Background: an optimization exercise with open tools, aiming at small area, a short achievable clock period and few clock cycles. Do not read the settings as production practice. In this exercise RTL edits were held to simulation tests only and were not proved equivalent to the original.

==> run a <==
==> flow/design.v <==
module gpu_block (
    input  wire         clk,
    input  wire         rst,
    input  wire         read_frame,
    input  wire         pixel_done,
    input  wire [2:0]   control_in,
    input  wire [7:0]   num_vertices_in,
    input  wire [23:0]  color_in,
    input  wire [767:0] vertices_in,
    output wire         computation_done,
    output wire         pixel_ready,
    output wire [23:0]  data_in,
    output wire [19:0]  address_in
);
    localparam S_IDLE  = 4'd0,
               S_START = 4'd1,
               S_VTX   = 4'd2,
               S_VTX2  = 4'd3,
               S_L1    = 4'd4,
               S_L2    = 4'd5,
               S_L3    = 4'd6,
               S_L4    = 4'd7,
               S_STEP  = 4'd8,
               S_FSTEP = 4'd9,
               S_FIN   = 4'd10;
    reg [3:0] state;
    reg       idle;            
    reg       cdone;           
    reg [175:0] vxs, vys;      
    reg [127:0] vcs;           
    reg [1:0]   v0c_hi;        
    reg         v1c_hi;        
    reg [23:0]  color;
    reg [2:0]   ctl;
    reg         lmode, first_only, is_cont;
    reg [4:0]   nv;
    integer k;
    always @(posedge clk) begin
        if (idle) begin
            for (k = 0; k < 16; k = k + 1) begin
                vcs[8*k +: 8]  <= vertices_in[752-48*k +: 8];
                vxs[11*k +: 11] <= vertices_in[736-48*k +: 11];
                vys[11*k +: 11] <= vertices_in[720-48*k +: 11];
            end
            v0c_hi <= vertices_in[761:760];
            v1c_hi <= vertices_in[712];
            color  <= color_in;
            ctl    <= control_in;
            lmode  <= (control_in == 3'b001);
            first_only <= (control_in == 3'b011) || (control_in == 3'b100);
            is_cont <= (control_in == 3'b100);
            nv     <= num_vertices_in[4:0];
        end
    end
    wire [9:0]  f_xi = {v0c_hi, vcs[7:0]};
    wire [8:0]  f_yi = vxs[8:0];
    wire [9:0]  f_w  = vys[9:0];
    wire [8:0]  f_h  = {v1c_hi, vcs[15:8]};
    reg  [4:0]  i;             
    reg  [7:0]  rem;           
    reg  [3:0]  sel;           
    reg  [10:0] x1, y1;        
    wire [10:0] sx   = vxs[11*sel +: 11];
    wire [10:0] sy   = vys[11*sel +: 11];
    wire [7:0]  sc   = vcs[8*sel +: 8];
    wire [7:0]  jmask;
    genvar g;
    generate
        for (g = 0; g < 8; g = g + 1) begin : g_jm
            assign jmask[g] = (nv > g);
        end
    endgenerate
    function [2:0] lowbit;
        input [7:0] m;
        begin
            casez (m)
                8'b???????1: lowbit = 3'd0;
                8'b??????10: lowbit = 3'd1;
                8'b?????100: lowbit = 3'd2;
                8'b????1000: lowbit = 3'd3;
                8'b???10000: lowbit = 3'd4;
                8'b??100000: lowbit = 3'd5;
                8'b?1000000: lowbit = 3'd6;
                default:     lowbit = 3'd7;
            endcase
        end
    endfunction
    wire [2:0]  jnext    = lowbit(rem);
    wire [7:0]  rem_next = rem & ~(8'd1 << jnext);
    wire [4:0]  i_inc    = i + 5'd1;
    wire        last_i   = (i_inc == nv);
    reg  signed [11:0] lx, ly;     
    reg  signed [11:0] u;          
    reg  [10:0] k1;                
    reg  signed [11:0] k2;         
    reg  [10:0] r;                 
    reg  [10:0] tdx, tdy;          
    reg         negx, negy, zx, zy;
    reg         sm, s, minc, cand;
    wire [11:0] pdx = {1'b0, lx[10:0]} - {1'b0, x1};
    wire [11:0] ndx = {1'b0, x1} - {1'b0, lx[10:0]};
    wire [11:0] pdy = {1'b0, ly[10:0]} - {1'b0, y1};
    wire [11:0] ndy = {1'b0, y1} - {1'b0, ly[10:0]};
    wire [11:0] dxy = {1'b0, tdx} - {1'b0, tdy};
    wire [11:0] dyx = {1'b0, tdy} - {1'b0, tdx};
    wire        is_small = !dxy[11];
    wire        pos    = !zx && !zy && (negx == negy);
    wire [10:0] xmin   = negx ? lx[10:0] : x1;
    wire [10:0] xmax   = negx ? x1 : lx[10:0];
    wire [10:0] ymin   = negy ? ly[10:0] : y1;
    wire [10:0] ymax   = negy ? y1 : ly[10:0];
    wire [10:0] dmaj   = sm ? tdx : tdy;
    wire        c      = !u[11];
    wire signed [11:0] u_k1 = u + {1'b0, k1};
    wire signed [11:0] u_k2 = u + k2;
    wire signed [11:0] lx_inc = lx + 12'sd1;
    wire signed [11:0] ly_inc = ly + 12'sd1;
    wire signed [11:0] lx_min = s ? lx_inc : lx - 12'sd1;
    wire signed [11:0] ly_min = s ? ly_inc : ly - 12'sd1;
    reg  [9:0]  fx;
    reg  [8:0]  fy;
    wire [9:0]  fx1    = fx + 10'd1;
    wire        fvalid = (fx <= 10'd720) && (fy <= 9'd480);
    wire        lvalid = !lx[11] && !ly[11] && (lx <= 12'sd720) && (ly <= 12'sd480);
    wire        fterm  = cand && fvalid && (first_only || (fy == f_h));
    reg         out_valid;
    reg  [17:0] out_addr;
    wire        adv = !out_valid || pixel_done;
    wire [9:0]  ax = lmode ? lx[9:0] : fx;
    wire [8:0]  ay = lmode ? ly[8:0] : fy;
    wire [12:0] ahi = {ay, 4'b0} - {4'b0, ay} + {8'b0, ax[9:5]};
    wire [17:0] addr_calc = {ahi, ax[4:0]};
    always @(posedge clk or posedge rst) begin
        if (rst) begin
            out_valid <= 1'b0;
        end else if (adv) begin
            out_valid <= cand && (((state == S_STEP) && lvalid) ||
                                  ((state == S_FSTEP) && fvalid));
        end
    end
    always @(posedge clk) begin
        if (adv) out_addr <= addr_calc;
    end
    always @(posedge clk or posedge rst) begin
        if (rst) begin
            state <= S_IDLE;
            idle  <= 1'b1;
            cdone <= 1'b1;
            cand  <= 1'b0;
            fx    <= 10'd0;
            fy    <= 9'd0;
        end else begin
            case (state)
                S_IDLE: if (read_frame) begin
                    state <= S_START;
                    idle  <= 1'b0;
                    cdone <= 1'b0;
                end
                S_START: begin
                    cand <= 1'b0;
                    if (lmode) begin
                        state <= (nv == 5'd0) ? S_FIN : S_VTX;
                    end else begin
                        if (!is_cont) begin
                            fx <= f_xi;
                            fy <= f_yi;
                        end
                        state <= S_FSTEP;
                    end
                end
                S_VTX: state <= S_VTX2;
                S_VTX2: begin
                    if (rem != 8'd0)  state <= S_L1;
                    else if (last_i)  state <= S_FIN;
                    else              state <= S_VTX;
                end
                S_L1: state <= S_L2;
                S_L2: state <= S_L3;
                S_L3: state <= S_L4;
                S_L4: state <= S_STEP;
                S_STEP: if (adv) begin
                    if (r != 11'd0) begin
                        cand <= 1'b1;
                    end else begin
                        cand <= 1'b0;
                        state <= S_VTX2;
                    end
                end
                S_FSTEP: if (adv) begin
                    if (fterm) begin
                        state <= S_FIN;
                    end else begin
                        cand <= 1'b1;
                        if (fx1 == f_w) begin
                            fx <= 10'd0;
                            fy <= fy + 9'd1;
                        end else begin
                            fx <= fx1;
                        end
                    end
                end
                S_FIN: if (adv) begin
                    state <= S_IDLE;
                    idle  <= 1'b1;
                    cdone <= 1'b1;
                end
                default: begin
                    state <= S_IDLE;
                    idle  <= 1'b1;
                    cdone <= 1'b1;
                end
            endcase
        end
    end
    always @(posedge clk) begin
        case (state)
            S_START: begin
                i   <= 5'd0;
                sel <= 4'd0;
            end
            S_VTX: begin
                x1  <= sx;
                y1  <= sy;
                rem <= sc & jmask;
            end
            S_VTX2: begin
                if (rem != 8'd0) begin
                    sel <= {1'b0, jnext};
                    rem <= rem_next;
                end else begin
                    i   <= i_inc;
                    sel <= i_inc[3:0];
                end
            end
            S_L1: begin
                lx   <= {1'b0, sx};
                ly   <= {1'b0, sy};
            end
            S_L2: begin
                negx <= pdx[11];
                negy <= pdy[11];
                tdx  <= pdx[11] ? ndx[10:0] : pdx[10:0];
                tdy  <= pdy[11] ? ndy[10:0] : pdy[10:0];
                zx   <= (lx[10:0] == x1);
                zy   <= (ly[10:0] == y1);
            end
            S_L3: begin
                sm   <= is_small;
                s    <= pos;
                minc <= is_small ? (tdx != 11'd0) : 1'b1;
                k1   <= is_small ? tdy : tdx;
                k2   <= is_small ? dyx : dxy;
                r    <= is_small ? ((tdx == 11'd0) ? 11'd1 : tdx) : tdy;
                lx   <= {1'b0, (is_small || pos) ? xmin : xmax};
                ly   <= {1'b0, (!is_small || pos) ? ymin : ymax};
            end
            S_L4: begin
                u    <= {1'b0, k1} - {2'b0, dmaj[10:1]} - {11'b0, dmaj[0]};
            end
            S_STEP: if (adv && (r != 11'd0)) begin
                r <= r - 11'd1;
                u <= c ? u_k2 : u_k1;
                if (sm) begin
                    if (minc) lx <= lx_inc;
                    if (c)    ly <= ly_min;
                end else begin
                    ly <= ly_inc;
                    if (c)    lx <= lx_min;
                end
            end
            default: ;
        endcase
    end
    assign computation_done = cdone;
    assign pixel_ready      = out_valid;
    assign data_in          = color;
    assign address_in       = {2'b00, out_addr};
endmodule
==> flow/flow/run.sh <==
#!/bin/bash
# Standard layout, but with the smallest plain buffer as every port's buffer
# instead of the delay-buffer cell buffer_ports picks by default.
set -euo pipefail
export BUFFER_PORTS_ARGS="-buffer_cell sky130_fd_sc_hd__buf_1"
bash standard.sh > standard.log 2>&1
==> flow/standard.sh <==
#!/bin/bash
# synth_recipe.tcl (not shown) runs the flow's synth.tcl, then flattens the netlist and writes it again
# the make line also repeats each setting of config.mk as NAME=value (left out here)
make -C /OpenROAD-flow-scripts/flow DESIGN_CONFIG=/design/flow/config.mk WORK_HOME=/design/flow/orfs CLKGATE_MAP_FILE= SYNTH_SCRIPT=/design/flow/synth_recipe.tcl "${@:-finish}"
==> flow/config.mk <==
export PLATFORM = sky130hd
export DESIGN_NAME = gpu_block
export DESIGN_NICKNAME = gpu_block
export VERILOG_FILES = /design/flow/design.v
export SDC_FILE = /design/flow/constraint.sdc
export NUM_CORES = 4
export LEC_CHECK = 0
export CAP_MARGIN = 20
export CORE_MARGIN = 2
export CORE_UTILIZATION = 40
export CTS_BUF_LIST = sky130_fd_sc_hd__clkbuf_8
export PLACE_DENSITY = 0.6
export SLEW_MARGIN = 20
==> flow/constraint.sdc <==
create_clock -name core_clock -period 9.5 [get_ports {clk}]
set_input_delay 1.9000 -clock core_clock [delete_from_list [all_inputs] [get_ports {clk}]]
set_output_delay 1.9000 -clock core_clock [all_outputs]
set_load 0.01 [all_outputs]
==> inputs of run b, as changes to run a <==
==> flow/flow/run.sh (replaced) <==
#!/bin/bash
set -euo pipefail
export BUFFER_PORTS_ARGS="-buffer_cell sky130_fd_sc_hd__buf_1"
export SETUP_SLACK_MARGIN=6.0
bash standard.sh > standard.log 2>&1
ABC_CLOCK_PERIOD_IN_PS = 3500   (was not set)
==> inputs of run c, as changes to run a <==
==> flow/design.v, changed modules only <==
module gpu_block (
    input  wire         clk,
    input  wire         rst,
    input  wire         read_frame,
    input  wire         pixel_done,
    input  wire [2:0]   control_in,
    input  wire [7:0]   num_vertices_in,
    input  wire [23:0]  color_in,
    input  wire [767:0] vertices_in,
    output wire         computation_done,
    output wire         pixel_ready,
    output wire [23:0]  data_in,
    output wire [19:0]  address_in
);
    localparam S_IDLE  = 4'd0,
               S_START = 4'd1,
               S_VTX   = 4'd2,
               S_L1    = 4'd3,
               S_L2    = 4'd4,
               S_L3    = 4'd5,
               S_L4    = 4'd6,
               S_STEP  = 4'd7,
               S_FSTEP = 4'd8,
               S_FIN   = 4'd9;
    reg [3:0] state;
    reg [175:0] vxs, vys;      
    reg [127:0] vcs;           
    reg [1:0]   v0c_hi;        
    reg         v1c_hi;        
    reg [23:0]  color;
    reg [2:0]   ctl;
    reg [4:0]   nv;
    integer k;
    always @(posedge clk) begin
        if (state == S_IDLE) begin
            for (k = 0; k < 16; k = k + 1) begin
                vcs[8*k +: 8]  <= vertices_in[752-48*k +: 8];
                vxs[11*k +: 11] <= vertices_in[736-48*k +: 11];
                vys[11*k +: 11] <= vertices_in[720-48*k +: 11];
            end
            v0c_hi <= vertices_in[761:760];
            v1c_hi <= vertices_in[712];
            color  <= color_in;
            ctl    <= control_in;
            nv     <= num_vertices_in[4:0];
        end
    end
    wire        lmode      = (ctl == 3'b001);
    wire        first_only = (ctl == 3'b011) || (ctl == 3'b100);
    wire [9:0]  f_xi = {v0c_hi, vcs[7:0]};
    wire [8:0]  f_yi = vxs[8:0];
    wire [9:0]  f_w  = vys[9:0];
    wire [8:0]  f_h  = {v1c_hi, vcs[15:8]};
    reg  [4:0]  i;             
    reg  [7:0]  rem;           
    reg  [2:0]  jreg;          
    reg  [10:0] x1, y1;        
    wire [3:0]  sel  = (state == S_VTX) ? i[3:0] : {1'b0, jreg};
    wire [10:0] sx   = vxs[11*sel +: 11];
    wire [10:0] sy   = vys[11*sel +: 11];
    wire [7:0]  sc   = vcs[8*sel +: 8];
    wire [7:0]  jmask;
    genvar g;
    generate
        for (g = 0; g < 8; g = g + 1) begin : g_jm
            assign jmask[g] = (nv > g);
        end
    endgenerate
    function [2:0] lowbit;
        input [7:0] m;
        begin
            casez (m)
                8'b???????1: lowbit = 3'd0;
                8'b??????10: lowbit = 3'd1;
                8'b?????100: lowbit = 3'd2;
                8'b????1000: lowbit = 3'd3;
                8'b???10000: lowbit = 3'd4;
                8'b??100000: lowbit = 3'd5;
                8'b?1000000: lowbit = 3'd6;
                default:     lowbit = 3'd7;
            endcase
        end
    endfunction
    wire [7:0]  vtx_m    = sc & jmask;
    wire [7:0]  rem_next = rem & ~(8'd1 << jreg);
    wire [4:0]  i_inc    = i + 5'd1;
    wire        last_i   = (i_inc == nv);
    reg  signed [11:0] lx, ly;     
    reg  signed [11:0] u;          
    reg  [10:0] k1;                
    reg  signed [11:0] k2;         
    reg  [10:0] r;                 
    reg  [10:0] tdx, tdy;          
    reg         negx, negy, zx, zy;
    reg         sm, s, minc, cand;
    wire signed [11:0] ddx = {1'b0, lx[10:0]} - {1'b0, x1};
    wire signed [11:0] ddy = {1'b0, ly[10:0]} - {1'b0, y1};
    wire [11:0] adx = ddx[11] ? -ddx : ddx;
    wire [11:0] ady = ddy[11] ? -ddy : ddy;
    wire        is_small  = (tdx >= tdy);
    wire        pos    = !zx && !zy && (negx == negy);
    wire [10:0] xmin   = negx ? lx[10:0] : x1;
    wire [10:0] xmax   = negx ? x1 : lx[10:0];
    wire [10:0] ymin   = negy ? ly[10:0] : y1;
    wire [10:0] ymax   = negy ? y1 : ly[10:0];
    wire [10:0] dmaj   = sm ? tdx : tdy;
    wire        c      = !u[11];
    reg  [9:0]  fx;
    reg  [8:0]  fy;
    wire [9:0]  fx1    = fx + 10'd1;
    wire        fvalid = (fx <= 10'd720) && (fy <= 9'd480);
    wire        lvalid = !lx[11] && !ly[11] && (lx <= 12'sd720) && (ly <= 12'sd480);
    wire        fterm  = cand && fvalid && (first_only || (fy == f_h));
    reg         out_valid;
    reg  [17:0] out_addr;
    wire        adv = !out_valid || pixel_done;
    wire [9:0]  ax = lmode ? lx[9:0] : fx;
    wire [8:0]  ay = lmode ? ly[8:0] : fy;
    wire [12:0] ahi = {ay, 4'b0} - {4'b0, ay} + {8'b0, ax[9:5]};
    wire [17:0] addr_calc = {ahi, ax[4:0]};
    always @(posedge clk or posedge rst) begin
        if (rst) begin
            out_valid <= 1'b0;
        end else if (adv) begin
            out_valid <= cand && (((state == S_STEP) && lvalid) ||
                                  ((state == S_FSTEP) && fvalid));
        end
    end
    always @(posedge clk) begin
        if (adv) out_addr <= addr_calc;
    end
    always @(posedge clk or posedge rst) begin
        if (rst) begin
            state <= S_IDLE;
            cand  <= 1'b0;
            fx    <= 10'd0;
            fy    <= 9'd0;
        end else begin
            case (state)
                S_IDLE: if (read_frame) state <= S_START;
                S_START: begin
                    cand <= 1'b0;
                    if (lmode) begin
                        state <= (nv == 5'd0) ? S_FIN : S_VTX;
                    end else begin
                        if (ctl != 3'b100) begin
                            fx <= f_xi;
                            fy <= f_yi;
                        end
                        state <= S_FSTEP;
                    end
                end
                S_VTX: begin
                    if (vtx_m != 8'd0)  state <= S_L1;
                    else if (last_i)    state <= S_FIN;
                end
                S_L1: state <= S_L2;
                S_L2: state <= S_L3;
                S_L3: state <= S_L4;
                S_L4: state <= S_STEP;
                S_STEP: if (adv) begin
                    if (r != 11'd0) begin
                        cand <= 1'b1;
                    end else begin
                        cand <= 1'b0;
                        if (rem != 8'd0)  state <= S_L1;
                        else if (last_i)  state <= S_FIN;
                        else              state <= S_VTX;
                    end
                end
                S_FSTEP: if (adv) begin
                    if (fterm) begin
                        state <= S_FIN;
                    end else begin
                        cand <= 1'b1;
                        if (fx1 == f_w) begin
                            fx <= 10'd0;
                            fy <= fy + 9'd1;
                        end else begin
                            fx <= fx1;
                        end
                    end
                end
                S_FIN: if (adv) state <= S_IDLE;
                default: state <= S_IDLE;
            endcase
        end
    end
    always @(posedge clk) begin
        case (state)
            S_START: i <= 5'd0;
            S_VTX: begin
                x1   <= sx;
                y1   <= sy;
                rem  <= vtx_m;
                jreg <= lowbit(vtx_m);
                if (vtx_m == 8'd0) i <= i_inc;
            end
            S_L1: begin
                lx   <= {1'b0, sx};
                ly   <= {1'b0, sy};
                rem  <= rem_next;
                jreg <= lowbit(rem_next);
            end
            S_L2: begin
                tdx  <= adx[10:0];
                tdy  <= ady[10:0];
                negx <= ddx[11];
                negy <= ddy[11];
                zx   <= (ddx == 12'sd0);
                zy   <= (ddy == 12'sd0);
            end
            S_L3: begin
                sm   <= is_small;
                s    <= pos;
                minc <= is_small ? (tdx != 11'd0) : (tdy != 11'd0);
                k1   <= is_small ? tdy : tdx;
                k2   <= is_small ? ({1'b0, tdy} - {1'b0, tdx}) : ({1'b0, tdx} - {1'b0, tdy});
                r    <= is_small ? ((tdx == 11'd0) ? 11'd1 : tdx) : tdy;
                lx   <= {1'b0, (is_small || pos) ? xmin : xmax};
                ly   <= {1'b0, (!is_small || pos) ? ymin : ymax};
            end
            S_L4: begin
                u    <= {1'b0, k1} - {2'b0, dmaj[10:1]} - {11'b0, dmaj[0]};
            end
            S_STEP: if (adv && (r != 11'd0)) begin
                r <= r - 11'd1;
                u <= u + (c ? k2 : {1'b0, k1});
                if (sm) begin
                    if (minc) lx <= lx + 12'sd1;
                    if (c)    ly <= s ? ly + 12'sd1 : ly - 12'sd1;
                end else begin
                    if (minc) ly <= ly + 12'sd1;
                    if (c)    lx <= s ? lx + 12'sd1 : lx - 12'sd1;
                end
            end
            S_FIN: ;
            default: ;
        endcase
        if (state == S_STEP && adv && r == 11'd0) begin
            if (rem == 8'd0 && !last_i) i <= i_inc;
        end
    end
    assign computation_done = (state == S_IDLE);
    assign pixel_ready      = out_valid;
    assign data_in          = color;
    assign address_in       = {2'b00, out_addr};
endmodule
==> flow/run.sh (new file) <==
#!/bin/bash
# synth_recipe.tcl (not shown) runs the flow's synth.tcl, then flattens the netlist and writes it again
# the make line also repeats each setting of config.mk as NAME=value (left out here)
make -C /OpenROAD-flow-scripts/flow DESIGN_CONFIG=/design/flow/config.mk WORK_HOME=/design/flow/orfs CLKGATE_MAP_FILE= SYNTH_SCRIPT=/design/flow/synth_recipe.tcl finish
CTS_BUF_LIST = not set   (was sky130_fd_sc_hd__clkbuf_8)
removed: flow/flow/run.sh
removed: flow/standard.sh
==> inputs of run d, as changes to run a <==
--- a/flow/design.v
+++ b/flow/design.v
@@ -25,14 +25,12 @@
                S_FIN   = 4'd10;
     reg [3:0] state;
     reg       idle;            
-    reg       cdone;           
     reg [175:0] vxs, vys;      
     reg [127:0] vcs;           
     reg [1:0]   v0c_hi;        
     reg         v1c_hi;        
     reg [23:0]  color;
     reg [2:0]   ctl;
-    reg         lmode, first_only, is_cont;
     reg [4:0]   nv;
     integer k;
     always @(posedge clk) begin
@@ -46,12 +44,11 @@
             v1c_hi <= vertices_in[712];
             color  <= color_in;
             ctl    <= control_in;
-            lmode  <= (control_in == 3'b001);
-            first_only <= (control_in == 3'b011) || (control_in == 3'b100);
-            is_cont <= (control_in == 3'b100);
             nv     <= num_vertices_in[4:0];
         end
     end
+    wire        lmode      = (ctl == 3'b001);
+    wire        first_only = (ctl == 3'b011) || (ctl == 3'b100);
     wire [9:0]  f_xi = {v0c_hi, vcs[7:0]};
     wire [8:0]  f_yi = vxs[8:0];
     wire [9:0]  f_w  = vys[9:0];
@@ -145,7 +142,6 @@
         if (rst) begin
             state <= S_IDLE;
             idle  <= 1'b1;
-            cdone <= 1'b1;
             cand  <= 1'b0;
             fx    <= 10'd0;
             fy    <= 9'd0;
@@ -154,14 +150,13 @@
                 S_IDLE: if (read_frame) begin
                     state <= S_START;
                     idle  <= 1'b0;
-                    cdone <= 1'b0;
                 end
                 S_START: begin
                     cand <= 1'b0;
                     if (lmode) begin
                         state <= (nv == 5'd0) ? S_FIN : S_VTX;
                     end else begin
-                        if (!is_cont) begin
+                        if (ctl != 3'b100) begin
                             fx <= f_xi;
                             fy <= f_yi;
                         end
@@ -202,12 +197,10 @@
                 S_FIN: if (adv) begin
                     state <= S_IDLE;
                     idle  <= 1'b1;
-                    cdone <= 1'b1;
                 end
                 default: begin
                     state <= S_IDLE;
                     idle  <= 1'b1;
-                    cdone <= 1'b1;
                 end
             endcase
         end
@@ -271,7 +264,7 @@
             default: ;
         endcase
     end
-    assign computation_done = cdone;
+    assign computation_done = idle;
     assign pixel_ready      = out_valid;
     assign data_in          = color;
     assign address_in       = {2'b00, out_addr};
CTS_BUF_LIST = not set   (was sky130_fd_sc_hd__clkbuf_8)
==> impl_metrics.yaml <==
worst_setup_path:
  slowest_delay_ns: 0.43
  r2r-end: "out_addr[16]"
timing:
  fin_crit_ns: 4.12
  tightest_slew_ns: 1.02
status:
  status: "timing/DRC/antenna clean"
cts:
  cts.sinks: 697
  clk_latency_ns: 0.65
  cts_resized: 0
synth:
  synthArstFlopShare_pct: 3.73
  synthMuxAreaShare_pct: 11.3
finish:
  nets: 3777
route:
  route.met3.wl_um: 7770
the above is filed under run d

==> impl_metrics.yaml <==
synth:
  synthMuxAreaShare_pct: 11.3
  synthArstFlopShare_pct: 3.73
  yosysSeqAreaShare_pct: 62.4
timing:
  fin_crit_ns: 3.48
  skew_ns: 0.0509
status:
  status: "timing/DRC/antenna clean"
finish:
  nets: 3839
worst_hold_path:
  hold_end: "fx[9]"
power_and_ir_drop:
  powerSeq_mw: 5.62
cts:
  cts.sinks: 697
  clk_latency_ns: 0.79
  cts_resized: 20
worst_setup_path:
  slowest_delay_ns: 0.66
  r2r-end: "out_addr[16]"
  cp.arrival_ns: 1.58
grt:
  overflow: 0
the above is filed under run b

==> impl_metrics.yaml <==
status:
  status: "timing/DRC/antenna clean"
synth:
  synthMuxAreaShare_pct: 3.01
  synthArstFlopShare_pct: 3.60
worst_setup_path:
  r2r-end: "i[1]"
  slowest_delay_ns: 0.80
route:
  route.met3.wl_um: 9660
finish:
  nets: 4363
timing:
  tightest_slew_ns: 1.04
  fin_crit_ns: 5.30
  setup_viol: 0
  rsz0062_at_grt: "no"
cts:
  cts_resized: 0
  cts.sinks: 695
the above is filed under run c

==> impl_metrics.yaml <==
status:
  status: "timing/DRC/antenna clean"
route:
  drtAntennaViolNets: 0
  route.met3.wl_um: 10300
finish:
  nets: 3815
  clock_buffers: 117
  regArea_um2: 20800
synth:
  synth_top_area_share_pct: 60.4
  synthMuxAreaShare_pct: 11.3
floorplan:
  initial_core_util_pct: 40.5
cts:
  clk_latency_ns: 0.80
  cts.sinks: 697
  cts_resized: 0
worst_setup_path:
  slowest_delay_ns: 0.98
  r2r-end: "vys[58]"
  r2r_start: "cdone"
grt:
  met2_usage_pct: 36.3
timing:
  tightest_slew_ns: 1.09
  fin_crit_ns: 4.06
power_and_ir_drop:
  p_comb_share_pct: 38.1
  p_total_mw: 13.2
the above is filed under run a

Testbench counts of run a, summed over its fixed seeds: cycles 149,243.
Testbench counts of run b, summed over its fixed seeds: cycles 149,243.
Testbench counts of run c, summed over its fixed seeds: cycles 148,238.
Testbench counts of run d, summed over its fixed seeds: cycles 149,243.

==> separate check: timing with driven ports <==
Ports are ideal in the flow. The routed layouts listed here were re-timed in OpenROAD. Step 1: set_driving_cell puts a clkbuf_16 on clk and a buf_2 on each other input, an assumption about the parent block. Step 2 times the ports against the registers' clock, not the clock port: input delays grow and output delays shrink by t, the midpoint of the rising clock arrivals with the driver on. a / b / c = ideal ports / drivers / drivers and shift; a / b = the first two.
run	t, ns	setup WS [ns]	worst register clock-pin slew, ns	worst slew at a driven data input, ns
run a	0.839	5.443 / 5.443 / 4.855	0.08 / 0.08	0.14
run b	0.836	6.018 / 5.948 / 5.336	0.07 / 0.07	0.13
run c	0.714	4.197 / 4.197 / 4.197	0.06 / 0.06	0.22
run d	0.707	5.379 / 5.379 / 5.274	0.07 / 0.07	0.23
After both steps every run listed still meets setup and hold. The setup slack of run b, which loses most, moves by -0.070 ns with the drivers and by -0.682 ns with both steps.
